This is an optimization exercise on Yosys and OpenROAD, whose aim is small area and a short achievable clock period, not a production implementation. Only simulation tests tie the RTL to the original design; equivalence was not proved. No activity file was given, so power comes from the tool's default toggle rates.

==> design/flow/design.v <==
module add32 (
    input  [31:0] a,
    input  [31:0] b,
    input         ci,
    output [31:0] s,
    output        co
);
  wire [31:0] p0 = a ^ b;
  wire [31:0] g0 = (a & b) | {31'b0, p0[0] & ci};
  wire [31:0] g [0:5];
  wire [31:0] p [0:5];
  assign g[0] = g0;
  assign p[0] = p0;
  genvar l, i;
  generate
    for (l = 0; l < 5; l = l + 1) begin : lv
      for (i = 0; i < 32; i = i + 1) begin : bt
        if ((i >> l) & 1) begin : m
          localparam integer J = ((i >> l) << l) - 1;
          assign g[l+1][i] = g[l][i] | (p[l][i] & g[l][J]);
          assign p[l+1][i] = p[l][i] & p[l][J];
        end else begin : t
          assign g[l+1][i] = g[l][i];
          assign p[l+1][i] = p[l][i];
        end
      end
    end
  endgenerate
  assign s  = p0 ^ {g[5][30:0], ci};
  assign co = g[5][31];
endmodule
module riscv_sc_top (
    input         clk,
    input         rst,
    output [31:0] imem_addr,
    input  [31:0] imem_data,
    output        dmem_re,
    output [3:0]  dmem_wmask,
    output [31:0] dmem_addr,
    output [31:0] dmem_wdata,
    input  [31:0] dmem_rdata
);
  wire [31:0] ins = imem_data;
  wire [4:0]  op  = ins[6:2];
  wire [2:0]  f3  = ins[14:12];
  wire        b30 = ins[30];
  wire [4:0]  rs1 = ins[19:15];
  wire [4:0]  rs2 = ins[24:20];
  wire [4:0]  rd  = ins[11:7];
  wire is_op    = op == 5'b01100;
  wire is_opimm = op == 5'b00100;
  wire is_load  = op == 5'b00000;
  wire is_store = op == 5'b01000;
  wire is_br    = op == 5'b11000;
  wire is_jalop = op == 5'b11011;
  wire is_jalrop= op == 5'b11001;
  wire is_lui   = op == 5'b01101;
  wire is_auipc = op == 5'b00101;
  wire arith    = (is_op | is_opimm) & ~b30;          
  wire f_sub    = is_op & b30 & (f3 == 3'b000);
  wire f_sra    = (is_op | is_opimm) & b30 & (f3 == 3'b101);
  wire f_sll    = arith & (f3 == 3'b001);
  wire f_slt    = arith & (f3[2:1] == 2'b01);         
  wire f_xor    = arith & (f3 == 3'b100);
  wire f_srl    = arith & (f3 == 3'b101);
  wire f_or     = arith & (f3 == 3'b110);
  wire f_and    = arith & (f3 == 3'b111);
  wire f_br     = is_br & (f3[2:1] != 2'b01);
  wire f_shift  = f_sll | f_srl | f_sra;
  wire ld_b     = is_load & ~b30 & (f3 == 3'b000);
  wire ld_h     = is_load & ~b30 & (f3 == 3'b001);
  wire ld_w     = is_load & ~b30 & (f3 == 3'b010);
  wire ld_bu    = is_load & ~b30 & (f3 == 3'b110);
  wire ld_hu    = is_load & ~b30 & (f3 == 3'b101);
  wire ld       = ld_b | ld_h | ld_w | ld_bu | ld_hu;
  wire st_b     = is_store & ~b30 & (f3 == 3'b000);
  wire st_h     = is_store & ~b30 & (f3 == 3'b001);
  wire st_w     = is_store & ~b30 & (f3 == 3'b010);
  wire jal      = is_jalop & ~b30 & (f3 == 3'b000);
  wire jalrev   = is_jalop &  b30 & (f3 == 3'b111);
  wire jalr     = is_jalrop & ~b30 & (f3 == 3'b000);
  wire use_imm  = is_lui | is_auipc | jal | jalrev | jalr | ld | st_b | st_h | st_w
                | (is_opimm & (~b30 | (f3 == 3'b000) | (f3 == 3'b101)));
  wire i11 = ins[1:0] == 2'b11;
  wire im_i = i11 & (is_opimm | is_load | is_jalrop);
  wire im_s = i11 & is_store;
  wire im_b = i11 & is_br;
  wire im_u = i11 & (is_lui | is_auipc);
  wire im_j = i11 & is_jalop;
  wire [31:0] imm =
      ({32{im_i}} & {{20{ins[31]}}, ins[31:20]})
    | ({32{im_s}} & {{20{ins[31]}}, ins[31:25], ins[11:7]})
    | ({32{im_b}} & {{20{ins[31]}}, ins[7], ins[30:25], ins[11:8], 1'b0})
    | ({32{im_u}} & {ins[31:12], 12'b0})
    | ({32{im_j}} & {{12{ins[31]}}, ins[19:12], ins[20], ins[30:21], 1'b0});
  reg  [31:0] pc;
  reg  [31:0] rf [1:31];
  reg  [31:1] vld;
  wire [31:0] wd;
  wire [31:1] we;
  wire [31:1] s1, s2;
  wire [32*32-1:0] rfv;
  assign rfv[31:0] = 32'b0;
  genvar g;
  generate
    for (g = 1; g < 32; g = g + 1) begin : word
      assign we[g] = rd == g;
      assign s1[g] = (rs1 == g) & vld[g];
      assign s2[g] = (rs2 == g) & vld[g];
      always @(posedge clk)
        if (we[g]) rf[g] <= wd;
      assign rfv[g*32 +: 32] = rf[g];
    end
  endgenerate
  always @(posedge clk or posedge rst)
    if (rst) vld <= 31'b0;
    else     vld <= vld | we;
  wire [31:0] ra_n, rb_n;
  rf_read rd1 (.s(s1), .d(rfv), .qn(ra_n));
  rf_read rd2 (.s(s2), .d(rfv), .qn(rb_n));
  wire [31:0] ra = ~ra_n;
  wire [31:0] rb = ~rb_n;
  wire        subi  = f_slt & is_opimm;
  wire [31:0] immx  = jalr ? imm + 32'd4 : imm;
  wire [32:0] sumi;
  add32 addi_u (.a(ra), .b(immx ^ {32{subi}}), .ci(subi), .s(sumi[31:0]), .co(sumi[32]));
  wire        subr  = f_sub | (f_slt & is_op) | f_br;
  wire [32:0] sumr;
  add32 addr_u (.a(ra), .b(rb ^ {32{subr}}), .ci(subr), .s(sumr[31:0]), .co(sumr[32]));
  wire        ltu_r = ~sumr[32];
  wire        ltu_i = ~sumi[32];
  wire        lts   = (ra[31] ^ rb[31]) ? ra[31] : ltu_r;
  wire        eq    = ra == rb;
  wire        cnd   = f3[2] ? (f3[1] ? ltu_r : lts) : eq;
  wire        taken = f_br & (cnd ^ f3[0]);
  wire [31:0] B = use_imm ? imm : rb;
  function [31:0] rev32;
    input [31:0] v;
    integer j;
    begin
      for (j = 0; j < 32; j = j + 1) rev32[j] = v[31 - j];
    end
  endfunction
  wire [31:0] sh_in  = f_sll ? rev32(ra) : ra;
  wire [63:0] sh_ext = {{32{f_sra & ra[31]}}, sh_in};
  wire [63:0] sh_r   = sh_ext >> B[4:0];
  wire [31:0] sh_out = f_sll ? rev32(sh_r[31:0]) : sh_r[31:0];
  wire [31:0] ldv =
      ld_w ? dmem_rdata :
      (ld_h | ld_hu) ? {{16{ld_h & dmem_rdata[15]}}, dmem_rdata[15:0]} :
                       {{24{ld_b & dmem_rdata[7]}}, dmem_rdata[7:0]};
  wire [31:0] pc_imm = pc + imm;
  wire [31:0] pc4    = pc + 32'd4;
  wire other   = is_lui | jal | jalr | ld | f_shift | f_xor | f_or | f_and | f_slt | f_br;
  wire sel_si  = ~other & use_imm;
  wire sel_sr  = ~other & ~use_imm;
  wire slt_v   = f_slt & (is_opimm ? ltu_i : ltu_r);
  assign wd = ({32{is_lui}} & imm)
            | ({32{taken}} & pc_imm)
            | ({32{jal | jalr}} & pc)
            | ({32{ld}} & ldv)
            | ({32{f_shift}} & sh_out)
            | ({32{f_xor}} & (ra ^ B))
            | ({32{f_or}} & (ra | B))
            | ({32{f_and}} & (ra & B))
            | {31'b0, slt_v}
            | ({32{sel_si}} & sumi[31:0])
            | ({32{sel_sr}} & sumr[31:0]);
  wire [31:0] pc_next = (taken | jal | jalrev) ? pc_imm :
                        jalr ? sumi[31:0] : pc4;
  always @(posedge clk or posedge rst)
    if (rst) pc <= 32'b0;
    else     pc <= pc_next;
  assign imem_addr  = pc;
  assign dmem_re    = ld;
  assign dmem_wmask = st_w ? 4'b1111 : st_h ? 4'b0011 : st_b ? 4'b0001 : 4'b0000;
  assign dmem_addr  = sumi[31:0];
  assign dmem_wdata = rb;
endmodule
module rf_read (
    input  [31:1]        s,
    input  [32*32-1:0]   d,
    output [31:0]        qn
);
  genvar b, j;
  generate
    for (b = 0; b < 32; b = b + 1) begin : bt
      wire [10:0] n;
      for (j = 0; j < 10; j = j + 1) begin : grp
        rf_aoi222 u (
          .a0(s[3*j+1]), .b0(d[(3*j+1)*32+b]),
          .a1(s[3*j+2]), .b1(d[(3*j+2)*32+b]),
          .a2(s[3*j+3]), .b2(d[(3*j+3)*32+b]),
          .y(n[j]));
      end
      assign n[10] = ~(s[31] & d[31*32+b]);
      rf_and11 o (.a(n), .y(qn[b]));
    end
  endgenerate
endmodule
module rf_aoi222 (input a0, b0, a1, b1, a2, b2, output y);
  assign y = ~((a0 & b0) | (a1 & b1) | (a2 & b2));
endmodule
module rf_and11 (input [10:0] a, output y);
  assign y = &a;
endmodule
==> design/flow/run.sh <==
#!/bin/bash
# synth_recipe.tcl (not shown) runs the flow's synth.tcl, then flattens the netlist and writes it again
# the make line also repeats each setting of config.mk as NAME=value (left out here)
make -C /OpenROAD-flow-scripts/flow DESIGN_CONFIG=/design/flow/config.mk WORK_HOME=/design/flow/orfs CLKGATE_MAP_FILE= SYNTH_SCRIPT=/design/flow/synth_recipe.tcl finish
==> design/flow/config.mk <==
export PLATFORM = sky130hd
export DESIGN_NAME = riscv_sc_top
export DESIGN_NICKNAME = riscv_sc_top
export VERILOG_FILES = /design/flow/design.v
export SDC_FILE = /design/flow/constraint.sdc
export NUM_CORES = 4
export LEC_CHECK = 0
export CAP_MARGIN = 20
export CORE_MARGIN = 2
export CORE_UTILIZATION = 55
export PLACE_DENSITY = 0.65
export SETUP_SLACK_MARGIN = 3.0
export SLEW_MARGIN = 20
export SYNTH_HIERARCHICAL = 1
export TNS_END_PERCENT = 5
==> design/flow/constraint.sdc <==
create_clock -name core_clock -period 11.0 [get_ports {clk}]
set_input_delay 2.2000 -clock core_clock [delete_from_list [all_inputs] [get_ports {clk}]]
set_output_delay 2.2000 -clock core_clock [all_outputs]
set_load 0.01 [all_outputs]
==> notes.md, run 1 <==
* RSZ-0062 raised after global routing: yes
* Hold_sp: vld[31]
* Critical Path AT at 6.91 ns
* # rows at 115
* Drt pass-1 iters at 15
* Slew headroom at 21.16%
* Syn Area/Cell at 12.81 um^2
* Die H at 318.6 um
* Core ar. at 98280 um^2
* R2r setup slk at 3.55 ns
* FF-to-FF Start: vld[7]
* Fillers at 7009
* RR Endpoint: rf[9][8]
* Final period demand of the worst path at 9.110 ns
* Min-delay worst type: flip-flop to flip-flop
* Die ar. at 101500 um^2
* Worst setup EP type: output pin
* Syn. warnings at 9
* Clock skew at 0.03585 ns
* DR vias at 52350
* Fin cells at 6396
* Setup violations, final at 0
* WHS Path Cells at 1
* CP Launch Type: primary input
* Total congestion overflow at 0
* Max stage delay on crit path at 0.70 ns
* Final Max Tran Viols at 0
* WL/cell at 43.70 um
* Clock Latency Late Sink at 0.73 ns
* DP HPWL at 172000 um
* Initial Utilization at 55.38%
* # DRC at 0
* Most frequent cells in the layout: edfxtp_1, a222oi_1, buf_4
* Chip width at 318.6 um
* Worst Tran Pin Value at 1.174 ns
* GRT Overall Usage at 53.16%
* CTS clk-pin slew, worst paths at 0.06 ns
* Vias in the first global route at 47800
* FF/Latch Area at 31370 um^2
* CP Max Fanout at 6
* CP required at 8.80 ns
* Mapped cell area at 54420 um^2
* Root Buffer: clkbuf_16
* Crit path kind: primary input to output pin
* IO Pins at 167
* Largest net degree at the start of global routing at 64
* Antenna viol nets, final at 0
* First-pass GRT wire length at 376000 um
* Commonest non-fill, non-tap cell in the layout: edfxtp_1
* Layout Nets at 5245
* Final Hold Viols at 0
* Fin Setup TNS at 0 ns
* Worst r2r path cells at 27
* Area Overhead vs Synth at 25.68%
* Clock buffer depth at 3
* Pwr Density at 197.7 nW/um^2
* Worst VDD drop at 0.1630 mV
* Multi-input gate area at 24340 um^2
* Final GP Congestion at 1.152
* Cells after Synth at 4248
* Port Buffers at 166
* Status: complete, no violations
* Vias/cell at 8.185
* F_max at 109.8 MHz
* Leak at 0.02458 uW
* Hold path endpoint: vld[31]
* Placed insts at 5849
* Max cap viols at 0
* DR iter-0 viols at 14400
* Detailed Route WL at 279500 um
* Slowest cell on the critical path: nand4_1
* Clock Sinks at 1055
* Initial antenna violation count at 15
* Num CTS Buffers at 105
* Share of cells above drive strength 1 at 25.59%
* H-tree levels at 3
* Fin crit share at 82.82%
* CTS tree: built
* Critical Path, Cell by Cell: buf_12, and3_4, and3_4, a222oi_1, nand4_1, nor3_4, buf_6, clkinvlp_4, ha_4, a21o_1, a21o_1, a221o_1, a22o_1, o31a_1, o21a_1, a211oi_2, buf_2
## sequential cells by signal, summed over array words and instances (netlist names)
| signal | cells |
|---|---|
| rf | 992 |
| vld | 31 |
| pc | 32 |
## power breakdown
group | switching, uW | internal (uW)
Sequential | 266 | 5160
Clock | 1600 | 1970
Combinational | 3070 | 1450
## worst max-delay path, delay by kind of cell
family | cells | cell delay, ns
and+or+nand+nor | 4 | 1.54
AOI/OAI and AO/OA | 8 | 2.25
buffers and inverters | 4 | 0.63
adders and majority gates | 1 | 0.26
## through the flow
step           hold WS (ns)  utilization [%]  instance area (um^2)  power (uW)  setup WS [ns]
2_1_floorplan        0.4445                -                 54660        7228          2.919
3_3_place_gp         0.4599            60.93                 59880        9169         0.5037
3_5_place_dp         0.4717            61.01                 59960        9205         0.4856
4_1_cts              0.4917            68.45                 67270       13050          2.324
5_1_grt              0.5141            69.57                 68370       13700          2.053
6_report             0.5015            69.60                 68400       13520          1.890
## how the worst max path moves through the flow
| stage | start | endpoint | slack [ns] | cells after the start |
|---|---|---|---|---|
| finish | imem_data[17] | dmem_addr[31] | 1.89 | 17 |
| global route | imem_data[17] | dmem_addr[31] | 2.05 | 17 |
| CTS | imem_data[19] | dmem_addr[31] | 2.32 | 18 |
| detailed placement | imem_data[21] | rf[7][7] | 0.49 | 32 |
| global placement | imem_data[21] | rf[7][7] | 0.50 | 32 |
| floorplan | imem_data[4] | dmem_addr[31] | 2.92 | 17 |
## cell type report
cell class / count / area share (%)
diodes: 13 / 0.04756
well taps: 1287 / 2.354
multi-input cells: 2916 / 35.58
flip-flops and latches: 1055 / 45.86
inverters: 178 / 1.008
repair buffers: 752 / 10.21
clock inverters: 60 / 0.8891
repair inverters: 1 / 0.02378
clock buffers: 134 / 4.032
## layer usage
metal	track usage, %	vias to the layer above	part of all wire, %
li1	-	19940	-
met1	63.64	24970	31
met2	74.96	5893	40
met3	22.38	1535	18
met4	42.79	16	11
met5	1.371	-	0.13
## timing repair
| item | 4_1_cts | 5_1_grt |
|---|---|---|
| setup buffers | 219 | 64 |
| gates cloned | 46 | 9 |
| pin swaps | 235 | 100 |
| gates resized for setup | 559 | 98 |
| hold buffers | 0 | 0 |
| endpoints found under the setup margin | 1084 | 1054 |
==> inputs of run 2 (changes only) <==
--- a/design/flow/design.v
+++ b/design/flow/design.v
@@ -1,10 +1,11 @@
 module add32 (
-    input  [31:0] a,
+    input  [31:0] an,
     input  [31:0] b,
     input         ci,
     output [31:0] s,
     output        co
 );
+  wire [31:0] a  = ~an;
   wire [31:0] p0 = a ^ b;
   wire [31:0] g0 = (a & b) | {31'b0, p0[0] & ci};
   wire [31:0] g [0:5];
@@ -28,6 +29,70 @@
   endgenerate
   assign s  = p0 ^ {g[5][30:0], ci};
   assign co = g[5][31];
+endmodule
+module add32f (
+    input  [31:0] an,
+    input  [31:0] b,
+    input         ci,
+    output [31:0] s,
+    output        co
+);
+  wire [31:0] a  = ~an;
+  wire [31:0] x  = a ^ b;
+  wire [31:0] g [0:5];
+  wire [31:0] t [0:5];
+  assign g[0] = {a[31:1] & b[31:1], (a[0] & b[0]) | (x[0] & ci)};
+  assign t[0] = a | b;
+  genvar l, i;
+  generate
+    for (l = 0; l < 5; l = l + 1) begin : lv
+      for (i = 0; i < 32; i = i + 1) begin : bt
+        localparam FIN = ((i >> (l + 1)) == 0);
+        if ((i >> l) & 1) begin : m
+          localparam integer J = ((i >> l) << l) - 1;
+          if (l % 2 == 0 && FIN) begin : ag
+            pfx_aoi_g u (.gi(g[l][i]), .ti(t[l][i]), .gj(g[l][J]), .y(g[l+1][i]));
+            assign t[l+1][i] = 1'b0;
+          end else if (l % 2 == 0) begin : agt
+            pfx_aoi_gt u (.gi(g[l][i]), .ti(t[l][i]), .gj(g[l][J]), .tj(t[l][J]),
+                          .gy(g[l+1][i]), .ty(t[l+1][i]));
+          end else if (FIN) begin : og
+            pfx_oai_g u (.gi(g[l][i]), .ti(t[l][i]), .gj(g[l][J]), .y(g[l+1][i]));
+            assign t[l+1][i] = 1'b0;
+          end else begin : ogt
+            pfx_oai_gt u (.gi(g[l][i]), .ti(t[l][i]), .gj(g[l][J]), .tj(t[l][J]),
+                          .gy(g[l+1][i]), .ty(t[l+1][i]));
+          end
+        end else begin : p
+          pfx_inv ug (.a(g[l][i]), .y(g[l+1][i]));
+          if (!FIN) begin : tt
+            pfx_inv ut (.a(t[l][i]), .y(t[l+1][i]));
+          end else begin : tz
+            assign t[l+1][i] = 1'b0;
+          end
+        end
+      end
+    end
+  endgenerate
+  assign s  = ~(x ^ {g[5][30:0], ~ci});
+  assign co = ~g[5][31];
+endmodule
+module pfx_aoi_g (input gi, ti, gj, output y);
+  assign y = ~(gi | (ti & gj));
+endmodule
+module pfx_aoi_gt (input gi, ti, gj, tj, output gy, ty);
+  assign gy = ~(gi | (ti & gj));
+  assign ty = ~(ti & tj);
+endmodule
+module pfx_oai_g (input gi, ti, gj, output y);
+  assign y = ~(gi & (ti | gj));
+endmodule
+module pfx_oai_gt (input gi, ti, gj, tj, output gy, ty);
+  assign gy = ~(gi & (ti | gj));
+  assign ty = ~(ti | tj);
+endmodule
+module pfx_inv (input a, output y);
+  assign y = ~a;
 endmodule
 module riscv_sc_top (
     input         clk,
@@ -121,12 +186,13 @@
   wire [31:0] ra = ~ra_n;
   wire [31:0] rb = ~rb_n;
   wire        subi  = f_slt & is_opimm;
-  wire [31:0] immx  = jalr ? imm + 32'd4 : imm;
+  wire [12:0] ij4   = {ins[31], ins[31:20]} + 13'd4;      
+  wire [31:0] immx  = ~jalr ? imm : i11 ? {{19{ij4[12]}}, ij4} : 32'd4;
   wire [32:0] sumi;
-  add32 addi_u (.a(ra), .b(immx ^ {32{subi}}), .ci(subi), .s(sumi[31:0]), .co(sumi[32]));
+  add32f addi_u (.an(ra_n), .b(immx ^ {32{subi}}), .ci(subi), .s(sumi[31:0]), .co(sumi[32]));
   wire        subr  = f_sub | (f_slt & is_op) | f_br;
   wire [32:0] sumr;
-  add32 addr_u (.a(ra), .b(rb ^ {32{subr}}), .ci(subr), .s(sumr[31:0]), .co(sumr[32]));
+  add32 addr_u (.an(ra_n), .b(rb ^ {32{subr}}), .ci(subr), .s(sumr[31:0]), .co(sumr[32]));
   wire        ltu_r = ~sumr[32];
   wire        ltu_i = ~sumi[32];
   wire        lts   = (ra[31] ^ rb[31]) ? ra[31] : ltu_r;
@@ -149,7 +215,9 @@
       ld_w ? dmem_rdata :
       (ld_h | ld_hu) ? {{16{ld_h & dmem_rdata[15]}}, dmem_rdata[15:0]} :
                        {{24{ld_b & dmem_rdata[7]}}, dmem_rdata[7:0]};
-  wire [31:0] pc_imm = pc + imm;
+  wire [20:0] tim    = ({21{im_b}} & {{9{ins[31]}}, ins[7], ins[30:25], ins[11:8], 1'b0})
+                     | ({21{im_j}} & {ins[31], ins[19:12], ins[20], ins[30:21], 1'b0});
+  wire [31:0] pc_imm = pc + {{11{tim[20]}}, tim};
   wire [31:0] pc4    = pc + 32'd4;
   wire other   = is_lui | jal | jalr | ld | f_shift | f_xor | f_or | f_and | f_slt | f_br;
   wire sel_si  = ~other & use_imm;
--- a/design/flow/config.mk
+++ b/design/flow/config.mk
@@ -7,8 +7,9 @@
 export LEC_CHECK = 0
 export CAP_MARGIN = 20
 export CORE_MARGIN = 2
-export CORE_UTILIZATION = 55
-export PLACE_DENSITY = 0.65
+export CORE_UTILIZATION = 65
+export CTS_BUF_LIST = sky130_fd_sc_hd__clkbuf_4 sky130_fd_sc_hd__clkbuf_8
+export PLACE_DENSITY = 0.75
 export SETUP_SLACK_MARGIN = 3.0
 export SLEW_MARGIN = 20
 export SYNTH_HIERARCHICAL = 1
==> run 2 against run 1 <==
  * The flow now stops in global routing (5_1_grt)
  * Synthesized cell count increased by 6.3%
  * Synthesized area up 3.1%
==> notes.md, run 2 <==
* DP HPWL at 177700 um
* Initial antenna violation count at 27
* Dpl cell area at 61500 um^2
* IO Pins at 167
* Chip width at 297.7 um
* Total congestion overflow at 121
* Num CTS Buffers at 161
* WEP type: output port
* Largest net degree at the start of global routing at 65
* Failed at: global routing (5_1_grt)
* Status: stopped before the end
* Cells after Synth at 4517
* Mapped cell area at 56090 um^2
* Clock Sinks at 1055
* Syn Area/Cell at 12.42 um^2
* Die H at 297.7 um
* GRT Overall Usage at 80.09%
* H-tree levels at 4
* # rows at 107
* Port Buffers at 166
* Clock buffer depth at 3
* Syn. warnings at 10
* Initial Utilization at 65.77%
* Crit. endpoint post-GRT repair: dmem_addr[29]
* Err: [ERROR GRT-0232] Routing congestion too high. Check the congestion heatmap in the GUI.
* Root Buffer: clkbuf_8
* Final GP Congestion at 1.150
run 2: power by group through the flow:
stage          sequential [uW]  clock, uW  combinational (uW)
3_3_place_gp              5470          0                3550
4_1_cts                   5420       3390                3870
2_1_floorplan             5430          0                1790
3_5_place_dp              5490          0                3610
run 2: how the worst max path moves through the flow:
| stage | cells past startpoint | from | endpoint |
|---|---|---|---|
| after floorplan | 16 | imem_data[2] | dmem_addr[16] |
| after global placement | 19 | imem_data[16] | dmem_addr[23] |
| after detailed placement | 27 | imem_data[19] | rf[7][20] |
| after CTS | 20 | imem_data[19] | dmem_addr[5] |
run 2: what timing repair did:
item	4_1_cts
endpoints found under the hold margin	0
gates resized for setup	517
pin swaps	161
hold buffers	0
setup buffers	160
cloned	14
setup endpoints to repair	1087
run 2: through the flow:
| step | cells | setup slack (ns) | hold WS, ns | power [uW] |
|---|---|---|---|---|
| 4_1_cts | 6451 | 2.691 | 0.4952 | 12680 |
| 3_5_place_dp | 5980 | 0.4868 | 0.4687 | 9097 |
| 2_1_floorplan | 4517 | 2.830 | 0.4445 | 7219 |
| 3_3_place_gp | 5974 | 0.6138 | 0.4628 | 9025 |
run 2: metal layers:
layer | global-route usage [%] | overflow
met1 | 80.14 | 1
met2 | 92.97 | 51
met3 | 68.94 | 3
met4 | 79.61 | 66
met5 | 39.02 | 0
==> inputs of run 3 (changes only) <==
--- a/design/flow/design.v
+++ b/design/flow/design.v
@@ -47,9 +47,9 @@
   generate
     for (l = 0; l < 5; l = l + 1) begin : lv
       for (i = 0; i < 32; i = i + 1) begin : bt
-        localparam FIN = ((i >> (l + 1)) == 0);
-        if ((i >> l) & 1) begin : m
-          localparam integer J = ((i >> l) << l) - 1;
+        localparam FIN = (i < (2 << l));
+        if (i >= (1 << l)) begin : m
+          localparam integer J = i - (1 << l);
           if (l % 2 == 0 && FIN) begin : ag
             pfx_aoi_g u (.gi(g[l][i]), .ti(t[l][i]), .gj(g[l][J]), .y(g[l+1][i]));
             assign t[l+1][i] = 1'b0;
@@ -65,11 +65,7 @@
           end
         end else begin : p
           pfx_inv ug (.a(g[l][i]), .y(g[l+1][i]));
-          if (!FIN) begin : tt
-            pfx_inv ut (.a(t[l][i]), .y(t[l+1][i]));
-          end else begin : tz
-            assign t[l+1][i] = 1'b0;
-          end
+          assign t[l+1][i] = 1'b0;
         end
       end
     end
@@ -170,8 +166,6 @@
   generate
     for (g = 1; g < 32; g = g + 1) begin : word
       assign we[g] = rd == g;
-      assign s1[g] = (rs1 == g) & vld[g];
-      assign s2[g] = (rs2 == g) & vld[g];
       always @(posedge clk)
         if (we[g]) rf[g] <= wd;
       assign rfv[g*32 +: 32] = rf[g];
@@ -180,10 +174,12 @@
   always @(posedge clk or posedge rst)
     if (rst) vld <= 31'b0;
     else     vld <= vld | we;
-  wire [31:0] ra_n, rb_n;
-  rf_read rd1 (.s(s1), .d(rfv), .qn(ra_n));
-  rf_read rd2 (.s(s2), .d(rfv), .qn(rb_n));
-  wire [31:0] ra = ~ra_n;
+  rs_dec dc1 (.r(rs1), .v(vld), .s(s1));
+  rs_dec dc2 (.r(rs2), .v(vld), .s(s2));
+  wire [31:0] ra_n, ra_n2, rb_n;
+  rf_read rd1 (.s(s1), .d(rfv), .qn(ra_n), .qn2(ra_n2));
+  rf_read rd2 (.s(s2), .d(rfv), .qn(rb_n), .qn2());
+  wire [31:0] ra = ~ra_n2;
   wire [31:0] rb = ~rb_n;
   wire        subi  = f_slt & is_opimm;
   wire [12:0] ij4   = {ins[31], ins[31:20]} + 13'd4;      
@@ -192,7 +188,7 @@
   add32f addi_u (.an(ra_n), .b(immx ^ {32{subi}}), .ci(subi), .s(sumi[31:0]), .co(sumi[32]));
   wire        subr  = f_sub | (f_slt & is_op) | f_br;
   wire [32:0] sumr;
-  add32 addr_u (.an(ra_n), .b(rb ^ {32{subr}}), .ci(subr), .s(sumr[31:0]), .co(sumr[32]));
+  add32 addr_u (.an(ra_n2), .b(rb ^ {32{subr}}), .ci(subr), .s(sumr[31:0]), .co(sumr[32]));
   wire        ltu_r = ~sumr[32];
   wire        ltu_i = ~sumi[32];
   wire        lts   = (ra[31] ^ rb[31]) ? ra[31] : ltu_r;
@@ -248,12 +244,14 @@
 module rf_read (
     input  [31:1]        s,
     input  [32*32-1:0]   d,
-    output [31:0]        qn
+    output [31:0]        qn,
+    output [31:0]        qn2
 );
   genvar b, j;
   generate
     for (b = 0; b < 32; b = b + 1) begin : bt
       wire [10:0] n;
+      wire [2:0]  p;
       for (j = 0; j < 10; j = j + 1) begin : grp
         rf_aoi222 u (
           .a0(s[3*j+1]), .b0(d[(3*j+1)*32+b]),
@@ -262,13 +260,45 @@
           .y(n[j]));
       end
       assign n[10] = ~(s[31] & d[31*32+b]);
-      rf_and11 o (.a(n), .y(qn[b]));
+      rf_nand4 o0 (.a(n[3:0]), .y(p[0]));
+      rf_nand4 o1 (.a(n[7:4]), .y(p[1]));
+      rf_nand4 o2 (.a({1'b1, n[10:8]}), .y(p[2]));
+      rf_nor3  f1 (.a(p), .y(qn[b]));
+      rf_nor3  f2 (.a(p), .y(qn2[b]));
     end
   endgenerate
 endmodule
 module rf_aoi222 (input a0, b0, a1, b1, a2, b2, output y);
   assign y = ~((a0 & b0) | (a1 & b1) | (a2 & b2));
 endmodule
-module rf_and11 (input [10:0] a, output y);
-  assign y = &a;
-endmodule
+module rf_nand4 (input [3:0] a, output y);
+  assign y = ~&a;
+endmodule
+module rf_nor3 (input [2:0] a, output y);
+  assign y = ~|a;
+endmodule
+module rs_dec (
+    input  [4:0]  r,
+    input  [31:1] v,
+    output [31:1] s
+);
+  wire [3:0] lo;
+  wire [7:0] hi;
+  rs_dec2 dl (.a(r[1:0]), .y(lo));
+  rs_dec3 dh (.a(r[4:2]), .y(hi));
+  genvar g;
+  generate
+    for (g = 1; g < 32; g = g + 1) begin : w
+      rs_and3 u (.a(lo[g % 4]), .b(hi[g / 4]), .c(v[g]), .y(s[g]));
+    end
+  endgenerate
+endmodule
+module rs_dec2 (input [1:0] a, output [3:0] y);
+  assign y = 4'b1 << a;
+endmodule
+module rs_dec3 (input [2:0] a, output [7:0] y);
+  assign y = 8'b1 << a;
+endmodule
+module rs_and3 (input a, b, c, output y);
+  assign y = a & b & c;
+endmodule
==> design/flow/config.mk (replaced) <==
export PLATFORM = sky130hd
export DESIGN_NAME = riscv_sc_top
export DESIGN_NICKNAME = riscv_sc_top
export VERILOG_FILES = /design/flow/design.v
export SDC_FILE = /design/flow/constraint.sdc
export NUM_CORES = 4
export LEC_CHECK = 0
export CAP_MARGIN = 20
export CORE_MARGIN = 2
export CORE_UTILIZATION = 55
export CTS_BUF_LIST = sky130_fd_sc_hd__clkbuf_4
export CTS_CLUSTER_SIZE = 24
export PLACE_DENSITY = 0.65
export SETUP_SLACK_MARGIN = 2.6
export SLEW_MARGIN = 20
export SYNTH_HIERARCHICAL = 1
export TNS_END_PERCENT = 5
==> run 3 against run 2 <==
  * Now clean on timing, DRC and antenna
  * Synthesized area hardly changed
  * Synthesized cell count is 1.7% lower
==> notes.md, run 3 <==
* Critical Path AT at 6.55 ns
* Worst setup EP type: output pin
* GRT Overall Usage at 49.57%
* Area Overhead vs Synth at 20.99%
* Final Hold Viols at 0
* Antenna viol nets, final at 0
* DR vias at 51530
* RR Endpoint: rf[31][2]
* Status: complete, no violations
* Fin crit share at 79.53%
* Hold path endpoint: vld[27]
* Final WS setup at 2.251 ns
* Vias in the first global route at 47930
* Min-delay worst type: flip-flop to flip-flop
* Cts hold-fix bufs at 0
* Clock skew at 0.1502 ns
* Share of cells above drive strength 1 at 24.85%
* CTS tree: built
* Pwr Density at 177.8 nW/um^2
* CP Launch Type: primary input
* Die ar. at 104600 um^2
* CP Max Fanout at 16
* Root Buffer: clkbuf_4
* H-tree levels at 5
* Hold_sp: vld[27]
* Worst VDD drop at 0.1427 mV
* Syn. warnings at 10
* DP HPWL at 184500 um
* Slew headroom at 27.61%
* # DRC at 0
* Initial antenna violation count at 8
* Num CTS Buffers at 284
* Initial Utilization at 55.32%
* Worst r2r path cells at 24
* Die H at 323.4 um
* First-pass GRT wire length at 360200 um
* Port Buffers at 166
* Vias/cell at 7.552
* IO Pins at 167
* Crit-path leading delay family: compound AO/OA/AOI/OAI gates
* DR iter-0 viols at 13280
* Largest net degree at the start of global routing at 64
* Final period demand of the worst path at 8.749 ns
* Final hold slack at 0.4956 ns
* Core ar. at 101400 um^2
* Fin cells at 6823
* Setup violations, final at 0
* Slowest cell on the critical path: a222oi_1
* Biggest regs: rf x992, pc x32, vld x31
* Clock Latency Late Sink at 1.25 ns
* Largest Register: rf
* Max stage delay on crit path at 0.70 ns
* Mapped cell area at 56120 um^2
* Commonest non-fill, non-tap cell in the layout: edfxtp_1
* WHS Path Cells at 1
* WL/cell at 38.71 um
* FF-to-FF Start: vld[14]
* Total congestion overflow at 0
* Placed insts at 6189
* Buf+Inv Stages, Crit Path at 4
* Worst Tran Pin Value at 1.063 ns
* Detailed Route WL at 264100 um
* Most frequent cells in the layout: edfxtp_1, a222oi_1, clkbuf_4
* Crit path kind: primary input to output pin
* Max cap viols at 0
* Chip width at 323.4 um
* Critical Path, Cell by Cell: buf_4, and3b_2, and3_4, a222oi_1, nand4_1, nor3_2, buf_6, inv_1, ha_1, a21oi_2, o21ai_2, a21oi_2, o21ai_2, a21oi_2, xnor2_4, clkdlybuf4s50_1
* Final GP Congestion at 1.077
* Syn Area/Cell at 12.64 um^2
* Layout Nets at 5521
* # rows at 117
* RSZ-0062 raised after global routing: yes
* CP required at 8.80 ns
* Flip-flop count of the largest register after layout at 992
* F_max at 114.3 MHz
* Most numerous cell on the critical path: a21oi_2
* Drt pass-1 iters at 17
* Pre-CTS WS at 0.2475 ns
* Clock Sinks at 1055
* Fin Setup TNS at 0 ns
* Leak at 0.02455 uW
* CTS clk-pin slew, worst paths at 0.06 ns
* R2r setup slk at 3.70 ns
* Clock buffer depth at 4
* Cells after Synth at 4441
* Overall power at 12080 uW
* Final Max Tran Viols at 0
[run 3: final cells by class]
class | instances | area [um^2]
fill | 7735 | 33540
timing repair buffer | 588 | 5181
clock buffer | 393 | 2950
clock inverter | 76 | 439.2
sequential | 1055 | 31370
antenna | 11 | 27.53
tap | 1368 | 1712
inverter | 284 | 1066
multi-input combinational | 3048 | 25160
[run 3: worst reg2reg max path, stage by stage (launching register included)]
cell and delay, ns:
dfrtp_1 0.51, and3_2 0.47, a222oi_1 0.37, nand4_1 0.46
nor3_2 0.55, inv_1 0.11, ha_1 0.40, a21oi_2 0.26
o21ai_2 0.09, a221oi_2 0.29, o21ai_2 0.15, a211oi_4 0.44
o22ai_2 0.20, a311oi_2 0.41, o21bai_1 0.19, a21oi_1 0.14
o21ai_0 0.11, a221o_1 0.33, o21ai_0 0.10, nand2b_1 0.19
buf_4 0.25, o221ai_1 0.31, a21oi_1 0.26, o21ai_2 0.11
buf_4 0.25
[run 3: routing by layer]
layer / routed length, um / vias to the layer above / part of all wire [%] / GRT usage [%]
met1: 86590 / 24990 / 33 / 60.53
li1: - / 20560 / - / -
met2: 109400 / 4984 / 41 / 71.17
met5: 28 / - / 0.011 / 0
met4: 25940 / 4 / 9.8 / 39.69
met3: 42170 / 989 / 16 / 17.56
[run 3: power breakdown]
group          switching [uW]  total (uW)  internal (uW)
clock                    1640        3400           1760
sequential                215        5200           4990
combinational            2370        3480           1100
[run 3: worst max-delay path by stage]
stage	start	endpoint	slack (ns)	cells after the start
floorplan	imem_data[5]	rf[10][9]	2.50	26
global placement	imem_data[17]	rf[8][17]	0.36	27
detailed placement	imem_data[18]	rf[5][17]	0.25	27
CTS	imem_data[4]	dmem_addr[24]	2.35	19
global route	imem_data[6]	dmem_addr[19]	2.19	21
finish	imem_data[19]	dmem_addr[22]	2.25	16
[run 3: repair_timing]
item                                    4_1_cts  5_1_grt
setup buffers                               127       20
gates resized for setup                     301       64
pin swaps                                   129       27
cloned                                        7        0
endpoints found under the setup margin     1073      934
[run 3: through the flow]
step	instance area [um^2]	utilization, %
global placement	61850	60.96
CTS	67520	66.56
floorplan	56360	-
global route	67890	66.92
finish	67910	66.94
detailed placement	61880	61.00
==> inputs of run 4 (changes only) <==
==> design/flow/flow/run.sh (new file) <==
#!/bin/bash
# The standard layout, with the port buffers that buffer_ports inserts made
# plain buffers (sky130_fd_sc_hd__buf_2) instead of the default delay cells.
set -e
export BUFFER_PORTS_ARGS="-buffer_cell sky130_fd_sc_hd__buf_2"
bash standard.sh > standard.log 2>&1
==> design/flow/standard.sh (new file) <==
#!/bin/bash
# synth_recipe.tcl (not shown) runs the flow's synth.tcl, then flattens the netlist and writes it again
# the make line also repeats each setting of config.mk as NAME=value (left out here)
make -C /OpenROAD-flow-scripts/flow DESIGN_CONFIG=/design/flow/config.mk WORK_HOME=/design/flow/orfs CLKGATE_MAP_FILE= SYNTH_SCRIPT=/design/flow/synth_recipe.tcl "${@:-finish}"
removed: design/flow/run.sh
==> run 4 against run 3 <==
  * Combinational power is 5.7% lower
  * Die area unchanged
  * Maximum frequency is 1.5% higher
  * Final area is 2.9% lower
  * Sequential cell count did not move
  * Wire length increased by 1.3%
  * Clock-buffer cell count is 1 lower
  * Critical path type unchanged
  * Largest power group unchanged
  * Power down 2.5%
  * First-iteration DRC count is 2.9% lower
  * Critical path depth up 1
==> notes.md, run 4 <==
* CP Max Fanout at 19
* Chip width at 323.4 um
* Detailed Route WL at 267600 um
* Core ar. at 101400 um^2
* Util after Layout at 64.99%
* Root Buffer: clkbuf_4
* Antenna viol nets, final at 0
* Syn Area/Cell at 12.64 um^2
* Flip-flop count of the largest register after layout at 992
* Vias in the first global route at 47090
* # rows at 117
* Largest net degree at the start of global routing at 64
* Fin area at 65930 um^2
* Clock buffer depth at 4
* Fillers at 7953
* Final WS setup at 2.380 ns
* Fin crit share at 78.37%
* CP Launch Type: primary input
* Crit path kind: primary input to output pin
* Largest Register: rf
* Slowest cell on the critical path: xnor2_1
* Final period demand of the worst path at 8.620 ns
* Fin Setup TNS at 0 ns
* Clock Sinks at 1055
* Dpl cell area at 60750 um^2
* DR vias at 51850
* Initial Utilization at 55.32%
* Final Hold Viols at 0
* RSZ-0062 raised after global routing: yes
* Worst Tran Pin Value at 1.270 ns
* R2r setup slk at 3.80 ns
* DR iter-0 viols at 12890
* Drt pass-1 iters at 17
* Clock Latency Late Sink at 1.20 ns
* Share of cells above drive strength 1 at 25.72%
* Die H at 323.4 um
* Clock skew at 0.08751 ns
* Biggest regs: rf x992, pc x32, vld x31
* Status: complete, no violations
* First-pass GRT wire length at 361900 um
* Max cap viols at 0
* CP required at 8.80 ns
* Most frequent cells in the layout: edfxtp_1, a222oi_1, clkbuf_4
* H-tree levels at 5
* Worst setup EP type: output pin
* Die ar. at 104600 um^2
* Crit-path leading delay family: simple AND/OR/NAND/NOR gates
* Min-delay worst type: flip-flop to flip-flop
* Critical Path AT at 6.42 ns
* Max stage delay on crit path at 0.78 ns
* Cts hold-fix bufs at 0
* Met2 Wirelength at 110000 um
* Vias/cell at 7.660
* Pwr Density at 178.6 nW/um^2
* CTS tree: built
* Final GP Congestion at 1.074
* Pre-CTS WS at 0.6708 ns
* # DRC at 0
* Most numerous cell on the critical path: inv_1
* Port Buffers at 166
* CTS clk-pin slew, worst paths at 0.07 ns
* IO Pins at 167
* Slew headroom at 14.86%
* Area Overhead vs Synth at 17.48%
* Cells after Synth at 4441
* Overall power at 11780 uW
* Buf+Inv Stages, Crit Path at 7
* DP HPWL at 186800 um
* F_max at 116.0 MHz
* Uppermost layer routed: met5
* Num CTS Buffers at 283
* Syn. warnings at 10
* Leak at 0.02401 uW
* WL/cell at 39.54 um
* Mapped cell area at 56120 um^2
* Layout Nets at 5455
* Worst VDD drop at 0.1416 mV
* Initial antenna violation count at 22
* Final Max Tran Viols at 0
* Metal3 WL at 44160 um
* Setup violations, final at 0
* Met1 WL at 84620 um
* Critical Path, Cell by Cell: buf_2, nor3b_2, and3_4, buf_4, a222oi_1, nand4_1, nor3_4, buf_12, ha_1, inv_1, nand2_1, nor2_1, a21oi_2, inv_1, inv_1, xnor2_1, buf_2
* Total congestion overflow at 0
* Commonest non-fill, non-tap cell in the layout: edfxtp_1
* GRT Overall Usage at 50.10%
run 4: repair_timing:
item,4_1_cts,5_1_grt
pin swaps,60,38
gates resized for setup,108,63
setup buffers,72,35
endpoints found under the setup margin,1023,1010
gates cloned,0,0
run 4: cell type report:
cell class                 count  area, um^2  area share, %
timing repair buffer         529        3869          5.868
tap                         1368        1712          2.596
clock buffer                 392        2943          4.463
inverter                     284        1066          1.617
sequential                  1055       31370          47.57
multi-input combinational   3042       24580          37.28
antenna                       16       40.04        0.06073
clock inverter                83       360.3         0.5465
run 4: through the flow:
stage,hold slack [ns],std cells
after floorplan,0.4479,4503
after global placement,0.4707,6171
after detailed placement,0.4682,6171
after CTS,0.4901,6718
after global routing,0.5102,6757
final,0.4949,6769
run 4: per-layer routing:
metal | track usage, % | vias to the layer above
met2 | 71.98 | 5358
met4 | 40.76 | 12
met3 | 18.97 | 1177
li1 | - | 20410
met5 | 0 | -
met1 | 60.04 | 24900
run 4: path summary, 6_finish.rpt:
kind	start	end	cells after the start
worst max-delay path	imem_data[19]	dmem_addr[5]	17
worst min-delay path	vld[1]	vld[1]	1
worst max register to register	vld[6]	rf[14][20]	22
worst min register to register	vld[1]	vld[1]	1
max in group asynchronous	rst	vld[13]	3
min in group asynchronous	rst	pc[0]	3
run 4: power breakdown:
part / switching (uW) / internal [uW] / total (uW)
logic: 2340 / 943 / 3280
clock network: 1630 / 1670 / 3300
registers: 203 / 4990 / 5190
==> inputs of run 5 (changes only) <==
--- a/design/flow/config.mk
+++ b/design/flow/config.mk
@@ -7,10 +7,10 @@
 export LEC_CHECK = 0
 export CAP_MARGIN = 20
 export CORE_MARGIN = 2
-export CORE_UTILIZATION = 55
+export CORE_UTILIZATION = 60
 export CTS_BUF_LIST = sky130_fd_sc_hd__clkbuf_4
 export CTS_CLUSTER_SIZE = 24
-export PLACE_DENSITY = 0.65
+export PLACE_DENSITY = 0.7
 export SETUP_SLACK_MARGIN = 2.6
 export SLEW_MARGIN = 20
 export SYNTH_HIERARCHICAL = 1
==> run 5 against run 4 <==
  * Still clean
  * Die area shrank 8.2%
  * Sequential cell count unchanged
  * Critical path depth up 8
  * Critical path type is now primary input to flip-flop
==> notes.md, run 5 <==
* Status: complete, no violations
* Final Hold Viols at 0
* Die ar. at 96000 um^2
* Worst VDD drop at 0.1468 mV
* Vias/cell at 7.836
* Fin crit share at 79.00%
* Final Max Tran Viols at 0
* R2r setup slk at 3.54 ns
* CTS tree: built
* Layout Nets at 5392
* Largest Register: rf
* DR iter-0 viols at 13800
* Detailed Route WL at 257100 um
* # DRC at 0
* Vias in the first global route at 47120
* Share of cells above drive strength 1 at 25.52%
* Slowest cell on the critical path: nand4_1
* DR vias at 51600
* Biggest regs: rf x992, pc x32, vld x31
* Worst setup EP type: flip-flop
* Clock Sinks at 1055
* Slew headroom at 8.211%
* CP Launch Type: primary input
* Fin cells at 6585
* Largest net degree at the start of global routing at 64
* Min-delay worst type: flip-flop to flip-flop
* DP HPWL at 175500 um
* Leak at 0.02373 uW
* Num CTS Buffers at 282
* Drt pass-1 iters at 15
* Crit path kind: primary input to flip-flop
* Pwr Density at 180.4 nW/um^2
* Clock skew at 0.09857 ns
* Critical Path AT at 9.60 ns
* CP Max Fanout at 31
* Area Overhead vs Synth at 16.42%
* Max stage delay on crit path at 0.73 ns
* First-pass GRT wire length at 351800 um
* Final period demand of the worst path at 8.690 ns
* Hold path endpoint: vld[4]
* Port Buffers at 166
* Initial antenna violation count at 16
* Placed insts at 6004
* Syn Area/Cell at 12.64 um^2
* # rows at 112
* Max cap viols at 0
* Syn. warnings at 10
* GRT Overall Usage at 52.84%
* H-tree levels at 5
* Worst r2r path cells at 23
* Total congestion overflow at 0
* Chip width at 309.8 um
* Final GP Congestion at 1.154
* CP required at 11.91 ns
* Antenna viol nets, final at 0
* Worst Tran Pin Value at 1.369 ns
* RR Endpoint: rf[26][15]
* Mapped cell area at 56120 um^2
* Hold_sp: vld[4]
* Clock Latency Late Sink at 1.21 ns
* F_max at 115.1 MHz
* Cells after Synth at 4441
* Clock buffer depth at 4
* Die H at 309.8 um
* CTS clk-pin slew, worst paths at 0.06 ns
* Initial Utilization at 60.32%
* Final hold slack at 0.4923 ns
* Most frequent cells in the layout: edfxtp_1, a222oi_1, clkbuf_4
* Fillers at 6821
* RSZ-0062 raised after global routing: yes
* IO Pins at 167
* Flip-flop count of the largest register after layout at 992
* Overall power at 11790 uW
* WL/cell at 39.04 um
* WHS Path Cells at 1
* Commonest non-fill, non-tap cell in the layout: edfxtp_1
* Root Buffer: clkbuf_4
* Setup violations, final at 0
* Fin Setup TNS at 0 ns
* Util after Layout at 70.22%
* FF-to-FF Start: vld[10]
* Core ar. at 93050 um^2
==> run 5: cell types whose count changed in the layout (fill, tap and decap cells not counted), sizes merged <==
cell	previous run	this run
buf	521	464
bufinv	1	2
clkbuf	400	412
clkinv	74	59
clkinvlp	1	0
diode	16	13
inv	291	284
==> run 5: final cells by class <==
cell class	instances	area (um^2)	share of cell area, %
sequential	1055	31370	48.00
multi-input combinational	3042	24640	37.72
timing repair buffer	467	3293	5.040
clock buffer	409	3070	4.699
tap	1254	1569	2.401
inverter	284	1066	1.632
clock inverter	61	299.0	0.4577
antenna	13	32.53	0.04979
==> run 5: worst max path at each step <==
stage,from,end,slack [ns],depth (start not counted)
5_1_grt,imem_data[17],dmem_addr[28],2.41,17
4_1_cts,imem_data[16],dmem_addr[12],2.52,18
3_3_place_gp,imem_data[21],rf[4][20],0.91,24
2_1_floorplan,imem_data[5],rf[10][9],2.50,26
6_report,imem_data[20],rf[26][15],2.31,25
3_5_place_dp,imem_data[16],rf[2][20],0.75,23
==> run 5: per-stage QoR <==
stage	setup slack, ns	cell area, um^2
6_report	2.310	65340
5_1_grt	2.406	65320
4_1_cts	2.522	64830
3_5_place_dp	0.7549	60120
3_3_place_gp	0.9133	60120
2_1_floorplan	2.498	56360
==> run 5: report_power, final <==
| group | switching, uW | total [uW] | internal [uW] |
|---|---|---|---|
| clock network | 1620 | 3360 | 1740 |
| registers | 200 | 5190 | 4990 |
| logic | 2330 | 3240 | 910 |
| total | 4150 | 11800 | 7650 |
==> run 5: timing repair <==
| item | in CTS | in global routing |
|---|---|---|
| buffers inserted | 77 | 21 |
| setup endpoints to repair | 946 | 995 |
| hold buffers | 0 | 0 |
| resized for setup | 129 | 70 |
| pin swaps | 67 | 29 |
==> run 5: routing by layer <==
layer  vias to the layer above  global-route usage, %  part of all wire [%]
met5                         -                 0.3033                 0.086
met4                        20                  44.73                    11
met3                      1239                  24.50                    18
met2                      5605                  72.92                    40
met1                     24470                  62.41                    31
li1                      20270                      -                     -
==> run 5: critical path: cells and delay by family <==
| kind | cells | cell delay [ns] |
|---|---|---|
| fa+ha+maj | 1 | 0.39 |
| buf+inv | 3 | 0.95 |
| simple gates | 7 | 2.77 |
| xor+xnor | 1 | 0.16 |
| compound gates | 13 | 3.09 |
==> inputs of run 6 (changes only) <==
--- a/design/flow/config.mk
+++ b/design/flow/config.mk
@@ -7,10 +7,10 @@
 export LEC_CHECK = 0
 export CAP_MARGIN = 20
 export CORE_MARGIN = 2
-export CORE_UTILIZATION = 60
+export CORE_UTILIZATION = 55
 export CTS_BUF_LIST = sky130_fd_sc_hd__clkbuf_4
-export CTS_CLUSTER_SIZE = 24
-export PLACE_DENSITY = 0.7
+export CTS_CLUSTER_SIZE = 40
+export PLACE_DENSITY = 0.72
 export SETUP_SLACK_MARGIN = 2.6
 export SLEW_MARGIN = 20
 export SYNTH_HIERARCHICAL = 1
==> run 6 against run 5 <==
  * Die area rose by 9.0%
  * Sequential cell count did not move
  * Cell count rose by 2.6%
  * Register-to-register slack improved by 0.15 ns
  * Utilization fell by 5.3 points
  * Wire length rose by 1.5%
  * Clock-buffer cell count fell by 18
  * Maximum frequency rose by 1.7%
  * Sequential share of layout area fell by 0.38 points
  * Critical path type is now primary input to output pin
  * Critical endpoint is now dmem_addr[30]
==> notes.md, run 6 <==
* Status: complete, no violations
* Syn Area/Cell at 12.64 um^2
* Total congestion overflow at 0
* Internal Power at 7746 uW
* IO Pins at 167
* FF/Latch Area at 31370 um^2
* Core ar. at 101400 um^2
* Dpl cell area at 60540 um^2
* Layout Nets at 5455
* Final GP Congestion at 1.090
* GRT Max-Usage Layer: met2
* Die H at 323.4 um
* Grt met3 use at 16.47%
* Chip width at 323.4 um
* Largest net degree at the start of global routing at 64
* Fin crit share at 77.65%
* DP HPWL at 183600 um
* Detailed Route WL at 261100 um
* CP Max Fanout at 22
* Mapped cell area at 56120 um^2
* Worst Tran Pin Value at 1.367 ns
* Crit-path leading delay family: compound AO/OA/AOI/OAI gates
* Drt pass-1 iters at 11
* Slew headroom at 8.343%
* Most frequent cells in the layout: edfxtp_1, a222oi_1, clkbuf_4
* Part of the power in registers at 43.7%
* Final Hold Viols at 0
* Port Buffers at 166
* Buf+Inv Stages, Crit Path at 6
* M2 GR Usage at 71.27%
* Setup violations, final at 0
* Clock buffer depth at 4
* Area Overhead vs Synth at 17.34%
* Max stage delay on crit path at 0.76 ns
* Flip-flop count of the largest register after layout at 992
* Worst setup EP type: output pin
* Max cap viols at 0
* Cells after Synth at 4441
* Die ar. at 104600 um^2
* Fin area at 65860 um^2
* RSZ-0062 raised after global routing: yes
* CTS tree: built
* # rows at 117
* Sw Pwr at 4148 uW
* Clock Latency Late Sink at 1.19 ns
* Biggest regs: rf x992, pc x32, vld x31
* Clock skew at 0.1312 ns
* Fillers at 7784
* GRT Overall Usage at 48.90%
* First-pass GRT wire length at 354700 um
* Initial Utilization at 55.32%
* Syn. warnings at 10
* Final Max Tran Viols at 0
* Worst VDD drop at 0.1530 mV
* Share of cells above drive strength 1 at 25.56%
* Final period demand of the worst path at 8.542 ns
* CP Launch Type: primary input
* Root Buffer: clkbuf_4
* Logic pwr share at 27.4%
* Fin Setup TNS at 0 ns
* Critical Path AT at 6.34 ns
* # DRC at 0
* Overall power at 11890 uW
* Largest Register: rf
* Multi-input gate area at 24440 um^2
* Vias/cell at 7.564
* Antenna viol nets, final at 0
* Clock network fraction of design power at 28.9%
* H-tree levels at 5
* Commonest non-fill, non-tap cell in the layout: edfxtp_1
* Num CTS Buffers at 282
* Sw frac at 34.88%
* Initial antenna violation count at 13
* CP required at 8.80 ns
* Clock Sinks at 1055
* Leak at 0.02395 uW
* CTS clk-pin slew, worst paths at 0.07 ns
* F_max at 117.1 MHz
* Met1 usage at 60.02%
* DR vias at 51120
* Cts hold-fix bufs at 0
* Min-delay worst type: flip-flop to flip-flop
* Crit path kind: primary input to output pin
* DR iter-0 viols at 12450
* Vias in the first global route at 46960
* Critical Path, Cell by Cell: clkbuf_4, and3b_2, and3_2, buf_4, a222oi_1, nand4_1, buf_4, nor3_4, ha_1, inv_1, a21oi_2, o21ai_2, a21oi_2, o21ai_2, a21oi_2, xnor2_1, buf_4, buf_2
* WL/cell at 38.63 um
* Pwr Density at 180.6 nW/um^2
* Slowest cell on the critical path: a222oi_1
[run 6: path summary, 6_finish.rpt]
path / start / endpoint / slack [ns] / cells after the start
setup / recovery: imem_data[19] / dmem_addr[30] / 2.46 / 18
hold reg to reg: vld[12] / vld[12] / 0.48 / 1
max in group asynchronous: rst / vld[16] / 8.95 / 3
min in group asynchronous: rst / vld[1] / 1.33 / 3
hold / removal: vld[12] / vld[12] / 0.48 / 1
setup reg to reg: vld[9] / rf[19][0] / 3.69 / 26
[run 6: final cells by class]
type	count	area share (%)
clock buffer	391	4.457
timing repair inverter	1	0.007600
multi-input combinational	3044	37.11
tap	1368	2.599
inverter	284	1.624
clock inverter	69	0.7315
sequential	1055	47.63
antenna	19	0.07220
timing repair buffer	527	5.772
[run 6: repair_timing]
item | CTS | global route
pin swaps | 83 | 42
setup endpoints to repair | 758 | 986
gates cloned | 1 | 2
buffers inserted | 94 | 26
gates resized for setup | 92 | 75
[run 6: power by group through the flow]
| stage | logic [uW] | clock network (uW) | registers, uW |
|---|---|---|---|
| after global routing | 3340 | 3660 | 5200 |
| after floorplan | 1500 | 0 | 5230 |
| final | 3260 | 3430 | 5200 |
| after CTS | 3060 | 3450 | 5180 |
| after detailed placement | 2950 | 0 | 5270 |
| after global placement | 2940 | 0 | 5260 |
[run 6: through the flow]
step / hold slack [ns] / utilization [%] / instances / setup slack, ns
floorplan: 0.4479 / - / 4503 / 2.498
finish: 0.4786 / 64.92 / 6758 / 2.458
CTS: 0.4804 / 64.34 / 6710 / 2.543
global placement: 0.4701 / 59.67 / 6155 / 1.061
detailed placement: 0.4645 / 59.67 / 6155 / 0.9688
global route: 0.4946 / 64.87 / 6741 / 2.461
[run 6: layer usage]
metal  vias to the layer above  wire (um)
met5                         -         39
met4                         6      24730
met3                      1049      41820
met2                      5072     109500
met1                     24570      84980
li1                      20430          -
==> inputs of run 7 (changes only) <==
--- a/design/flow/config.mk
+++ b/design/flow/config.mk
@@ -10,7 +10,7 @@
 export CORE_UTILIZATION = 55
 export CTS_BUF_LIST = sky130_fd_sc_hd__clkbuf_4
 export CTS_CLUSTER_SIZE = 40
-export PLACE_DENSITY = 0.72
+export PLACE_DENSITY = 0.78
 export SETUP_SLACK_MARGIN = 2.6
 export SLEW_MARGIN = 20
 export SYNTH_HIERARCHICAL = 1
==> run 7 against run 6 <==
  * Largest cell class unchanged
  * First-iteration DRC count is 13% higher
  * Largest power group unchanged
  * Wire length decreased by 2.5%
  * Critical endpoint is now dmem_addr[7]
  * Synthesized area stayed put
  * Clock power decreased by 4%
  * Global-route usage is 1.1 points lower
==> notes.md, run 7 <==
* Status: complete, no violations
* Internal Power at 7570 uW
* Crit path kind: primary input to output pin
* Num CTS Buffers at 279
* Clock Sinks at 1055
* CTS clk-pin slew, worst paths at 0.06 ns
* Part of the power in registers at 44.5%
* Uppermost layer routed: met5
* DP HPWL at 178400 um
* Worst Tran Pin Value at 1.257 ns
* Critical Path AT at 6.46 ns
* DR vias at 51570
* Critical Path, Cell by Cell: clkbuf_4, nor2b_2, and3_4, buf_4, a222oi_1, nand4_1, nor3_4, fa_1, inv_1, inv_1, o21ai_1, a21oi_2, inv_1, inv_1, xnor2_2, buf_2
* Core ar. at 101400 um^2
* WL/cell at 38.03 um
* Met2 Wirelength at 103400 um
* Mapped cell area at 56120 um^2
* Antenna viol nets, final at 0
* CP required at 8.80 ns
* Worst VDD drop at 0.1574 mV
* Fin Setup TNS at 0 ns
* Most frequent cells in the layout: edfxtp_1, a222oi_1, clkbuf_4
* Commonest non-fill, non-tap cell in the layout: edfxtp_1
* Drt pass-1 iters at 17
* Share of cells above drive strength 1 at 25.14%
* Max stage delay on crit path at 0.64 ns
* Worst setup EP type: output pin
* Final period demand of the worst path at 8.658 ns
* Metal3 WL at 44930 um
* Area Overhead vs Synth at 16.63%
* IO Pins at 167
* # DRC at 0
* Layout Nets at 5406
* Total congestion overflow at 0
* Fin crit share at 78.71%
* Leak at 0.02376 uW
* Final Hold Viols at 0
* Min-delay worst type: flip-flop to flip-flop
* Initial antenna violation count at 19
* Syn. warnings at 10
* Placed insts at 6131
* Root Buffer: clkbuf_4
* Setup violations, final at 0
* DR iter-0 viols at 14080
* H-tree levels at 5
* Most numerous cell on the critical path: inv_1
* Die ar. at 104600 um^2
* Flip-flop count of the largest register after layout at 992
* Largest Register: rf
* Initial Utilization at 55.32%
* Detailed Route WL at 254500 um
* Slew headroom at 15.67%
* Max cap viols at 0
* Crit-path leading delay family: simple AND/OR/NAND/NOR gates
* Clock Latency Late Sink at 1.27 ns
* Clock buffer depth at 4
* Vias in the first global route at 47240
* Port Buffers at 166
* Logic pwr share at 27.5%
* Fin cells at 6692
* F_max at 115.5 MHz
* CTS tree: built
* Buf+Inv Stages, Crit Path at 7
* Final Max Tran Viols at 0
* Cells after Synth at 4441
* First-pass GRT wire length at 349700 um
* Die H at 323.4 um
* Sw frac at 35.33%
* Sw Pwr at 4136 uW
* Slowest cell on the critical path: xnor2_2
* Largest net degree at the start of global routing at 64
* # rows at 117
* Clock skew at 0.1448 ns
* GRT Overall Usage at 47.80%
* Met1 WL at 79700 um
* CP Max Fanout at 22
* CP Launch Type: primary input
* Vias/cell at 7.706
* Biggest regs: rf x992, pc x32, vld x31
* Final GP Congestion at 1.098
* Clock network fraction of design power at 28.0%
* Chip width at 323.4 um
* Pwr Density at 178.8 nW/um^2
* RSZ-0062 raised after global routing: yes
* Syn Area/Cell at 12.64 um^2
==> run 7: repair_timing <==
action                                  4_1_cts  5_1_grt
endpoints found under the setup margin     1033     1045
setup buffers                                77       23
resized for setup                           128       70
hold buffers                                  0        0
pin swaps                                    65       34
==> run 7: cell type report <==
class	count	area, um^2
Inverter	284	1066
Sequential cell	1055	31370
Multi-Input combinational cell	3042	24620
Tap cell	1368	1712
Clock buffer	387	2905
Clock inverter	63	299.0
Timing Repair Buffer	484	3466
Antenna cell	9	22.52
Fill cell	7688	35990
==> run 7: power groups by stage <==
stage,clock [uW],sequential [uW],combinational [uW]
2_1_floorplan,0,5230,1500
3_5_place_dp,0,5270,2890
3_3_place_gp,0,5270,2860
4_1_cts,3280,5190,3000
6_report,3280,5210,3220
5_1_grt,3480,5210,3280
==> run 7: worst reg2reg max path: stages, from the launching register on <==
cell and delay (ns):
dfrtp_1 0.41, and3_2 0.40, buf_4 0.32, a222oi_1 0.46, nand4_1 0.54, nor3_2 1.00
xnor2_1 0.18, ha_1 0.34, inv_1 0.18, nor2_1 0.08, nor2_1 0.25, o22ai_2 0.20
a311oi_2 0.35, o21bai_1 0.16, a21oi_1 0.13, o21ai_0 0.10, a221o_1 0.35, o21ai_0 0.11
nor2_1 0.12, buf_4 0.25, a211o_1 0.34, a221o_1 0.28, buf_4 0.26
==> run 7: metal layers <==
layer | track usage (%) | vias up
met1 | 57.28 | 24340
li1 | - | 20310
met3 | 19.52 | 1269
met2 | 68.32 | 5639
met5 | 0.6944 | -
met4 | 37.17 | 18
==> run 7: worst paths after layout <==
check | from | slack, ns | endpoint | cells past startpoint
max | imem_data[16] | 2.34 | dmem_addr[7] | 16
min | vld[12] | 0.48 | vld[12] | 1
max reg2reg | vld[21] | 3.75 | rf[11][18] | 22
min reg2reg | vld[12] | 0.48 | vld[12] | 1
max in group asynchronous | rst | 8.96 | pc[11] | 3
min in group asynchronous | rst | 1.28 | pc[0] | 3
==> run 7: per-stage QoR <==
stage | power [uW] | hold WS, ns | util (%) | instance area (um^2) | worst slack [ns]
floorplan | 6729 | 0.4479 | - | 56360 | 2.498
global placement | 8132 | 0.4625 | 59.48 | 60350 | 0.6714
detailed placement | 8159 | 0.4663 | 59.49 | 60350 | 0.8798
CTS | 11460 | 0.4814 | 64.02 | 64950 | 2.535
global route | 11970 | 0.5092 | 64.51 | 65440 | 2.361
finish | 11710 | 0.4824 | 64.52 | 65460 | 2.342

[re-timing with driven ports]
Ports are ideal in the flow. The routed layouts listed here were re-timed in OpenROAD.
Step 1 assumes that a clkbuf_16 drives the clock port and a buf_2 every other input.
Step 2 also shifts input and output timing later by t, the mid clock arrival at the registers, as if the neighbouring blocks saw the same clock.
Three values: ideal, step 1, step 2; two values: the first two.
| run | t, ns | setup slack, ns | worst hold slack (ns) | worst slew at a driven data input, ns |
|---|---|---|---|---|
| run 1 | 0.786 | 1.890 / 1.670 / 1.373 | 0.502 / 0.502 / 0.502 | 0.26 |
| run 3 | 1.245 | 2.251 / 2.219 / 1.360 | 0.496 / 0.496 / 0.496 | 0.07 |
| run 4 | 1.223 | 2.380 / 2.345 / 1.390 | 0.495 / 0.495 / 0.495 | 0.12 |
| run 5 | 1.231 | 2.310 / 2.358 / 1.128 | 0.492 / 0.492 / 0.492 | 0.06 |
| run 6 | 1.196 | 2.458 / 2.432 / 1.350 | 0.479 / 0.479 / 0.479 | 0.06 |
| run 7 | 1.264 | 2.342 / 2.313 / 1.370 | 0.482 / 0.482 / 0.482 | 0.07 |
After both steps every run listed still meets setup and hold. The setup slack of run 5, which loses most, moves by +0.048 ns with the drivers and by -1.182 ns with both steps.
